What follows belongs to an exercise in optimizing a design on an open flow for small area; a production flow would make more cautious choices. In this exercise RTL edits were held to simulation tests only and were not proved equivalent to the original. The clock input has no modelled driver; a real chip could not lean on it and would need a root buffer or a full tree. Power and IR drop assume default switching activity.

Setup of branch willow:
==> flow/design.v (excerpt) <==
module top_module(
    input wire i_clk,
    input wire i_rst,
    input wire i_btn_hours,
    input wire i_btn_minutes,
    output wire [6:0] o_seg,
    output wire [3:0] o_an,
    output wire [15:0] o_leds
);
Size in the first run: about 53 flip-flops, about 2300 µm² of cells after synthesis.
==> module led_animator, before the edit <==
module led_animator(
    input wire i_clk,
    input wire i_rst,
    input wire [3:0] i_n,
    output wire [3:0] o_pos
);
    localparam STEP_DELAY = 6'd40;
    reg [5:0] r_delay_cnt;
    wire [3:0] w_t = i_n + ~r_delay_cnt[3:0];
    assign o_pos = {w_t[3] ^ w_t[0], w_t[2:0]};
    always @(posedge i_clk or posedge i_rst) begin
        if (i_rst) begin
            r_delay_cnt <= STEP_DELAY;
        end else begin
            if (r_delay_cnt[5] & r_delay_cnt[3])  
                r_delay_cnt <= 6'd0;
            else
                r_delay_cnt <= r_delay_cnt + 1'b1;
        end
    end
endmodule
==> flow/config.mk <==
export PLATFORM = sky130hd
export DESIGN_NAME = top_module
export DESIGN_NICKNAME = top_module
export VERILOG_FILES = /design/flow/design.v
export SDC_FILE = /design/flow/constraint.sdc
export NUM_CORES = 4
export LEC_CHECK = 0
export ABC_AREA = 1
export CAP_MARGIN = 20
export CORE_MARGIN = 2
export CORE_UTILIZATION = 40
export SLEW_MARGIN = 20
==> flow/constraint.sdc <==
create_clock -name core_clock -period 10.0 [get_ports {i_clk}]
set_input_delay 2.0000 -clock core_clock [delete_from_list [all_inputs] [get_ports {i_clk}]]
set_output_delay 2.0000 -clock core_clock [all_outputs]
set_load 0.01 [all_outputs]
standard.sh (not shown) runs the stock make flow with config.mk's settings and CLKGATE_MAP_FILE= SYNTH_SCRIPT=/design/flow/synth_recipe.tcl, a recipe that flattens the netlist after the stock synthesis.
==> flow/flow/run.sh <==
#!/bin/bash
# Layout flow: the standard ORFS flow with these changes.
#  - Synthesis: the standard script (synth_recipe.tcl), but without the
#    half/full-adder extraction and with an area-oriented ABC script
#    (flow/abc_area.script, tried with several seeds by flow/abc_multi.tcl).
#    Registers and their names are unchanged.
#  - Port buffers: buf_1 instead of the default buffer cell.
#  - Before global placement (flow/pre_gplace.tcl) the high-fanout reset
#    inverter becomes inv_2 (same area as inv_1, twice the drive).
# Each tool's output goes to the ORFS logs under orfs/logs, and make's own
# output to flow_make.log in the work folder.
set -euo pipefail
WORK=$PWD
ORFS_RESULTS=$WORK/orfs/results/${FLOW_PLATFORM}/top_module/base

# synthesis script: the standard flow's, with the ABC call replaced by flow/abc_multi.tcl
# (the ABC area script run with several deepsyn seeds; the smallest result
# is kept)
{
  head -n 1 "$WORK/synth_recipe.tcl"
  echo "set ::abc_script_dir $WORK/flow"
  echo "source $WORK/flow/abc_multi.tcl"
  tail -n +2 "$WORK/synth_recipe.tcl"
} > "$WORK/flow_synth.tcl"

export BUFFER_PORTS_ARGS="-buffer_cell sky130_fd_sc_hd__buf_1"
export PRE_GLOBAL_PLACE_TCL="$WORK/flow/pre_gplace.tcl"
export POST_CTS_TCL="$WORK/flow/post_cts.tcl"
export FLOW_CLK_SLEW_TARGET_PS=120
export CTS_ARGS="-sink_clustering_enable -repair_clock_nets -dont_use_dummy_load -buf_list {sky130_fd_sc_hd__clkbuf_2 sky130_fd_sc_hd__clkbuf_4 sky130_fd_sc_hd__clkbuf_8}"

MAKE_ARGS=(-C "$FLOW_HOME" DESIGN_CONFIG="$WORK/config.mk" WORK_HOME="$WORK/orfs"
  CLKGATE_MAP_FILE= ADDER_MAP_FILE= SYNTH_SCRIPT="$WORK/flow_synth.tcl")
make "${MAKE_ARGS[@]}" synth > "$WORK/flow_make.log" 2>&1

if grep -E '^ *sky130_fd_sc_hd__df[a-z0-9_]+ +_[0-9]+_ ' "$ORFS_RESULTS/1_2_yosys.v" > "$WORK/unnamed_flops.txt"; then
  echo "flip-flops without register names:" >&2
  cat "$WORK/unnamed_flops.txt" >&2
  exit 1
fi

make "${MAKE_ARGS[@]}" finish >> "$WORK/flow_make.log" 2>&1

: # left out here: write the final layout as DEF
Other scripts of this flow, unchanged in this note and not shown: flow/flow/abc_area.script, flow/flow/abc_multi.tcl, flow/flow/post_cts.tcl, flow/flow/pre_gplace.tcl
### branch willow -> branch ember
--- a/flow/design.v
+++ b/flow/design.v
@@ -177,21 +177,22 @@
     input wire i_rst,
     input wire [3:0] i_n,
     output wire [3:0] o_pos
 );
     localparam STEP_DELAY = 6'd40;
-    reg [5:0] r_delay_cnt;
+    reg [5:0] r_delay_x;    
+    wire [5:0] r_delay_cnt = r_delay_x ^ 6'b101000;
     wire [3:0] w_t = i_n + ~r_delay_cnt[3:0];
     assign o_pos = {w_t[3] ^ w_t[0], w_t[2:0]};
     always @(posedge i_clk or posedge i_rst) begin
         if (i_rst) begin
-            r_delay_cnt <= STEP_DELAY;
+            r_delay_x <= 6'd0;
         end else begin
             if (r_delay_cnt[5] & r_delay_cnt[3])  
-                r_delay_cnt <= 6'd0;
+                r_delay_x <= 6'b101000;
             else
-                r_delay_cnt <= r_delay_cnt + 1'b1;
+                r_delay_x <= (r_delay_cnt + 1'b1) ^ 6'b101000;
         end
     end
 endmodule
 module pwm_led(
     input wire i_pwm_off,
## What came out
Going from branch willow to branch ember, core utilization neither gained nor lost much, shortest period the worst path allows picked up an extra 390 ps, first-pass GRT wire length picked up an extra 2.4%, clock share of power lost 0.8 points.
branch ember vs branch willow, maximum frequency went down by 7.9%.
o_leds[5] as the worst setup path endpoint was reported by branch ember, and o_leds[13] by branch willow.
Looking at portion of total power attributed to sequential cells, branch ember sits 4.2 points lower than branch willow does.
From branch willow to branch ember the numbers moved as follows: worst max-slew margin expressed relative to the limit rose by 16 points, overall power of the completed layout now larger.
In every run of this note, the design's own scripts or RTL, not TritonCTS, make the clock network.

re-timing with driven ports:
No port has a modelled driver above. Below, the same layouts with a new extraction and two added sets of constraints.
Step 1 assumes that a clkbuf_16 drives the clock port and a buf_2 every other input.
Step 2 adds t to the input delays and takes it off the output delays; t is the mean of the earliest and latest rising clock arrival at the registers after step 1. Input paths then give back, and output paths get back, about the clock's delay inside the block.
a / b / c = ideal ports / drivers / drivers and shift; a / b = the first two.
run | t (ns) | slack for setup (ns) | worst data-port slew with drivers (ns)
branch willow | 0.275 | 5.504 / 5.474 / 5.748 | 0.03
branch ember | 0.276 | 5.118 / 5.087 / 5.363 | 0.03
After both steps every run listed still meets setup and hold.
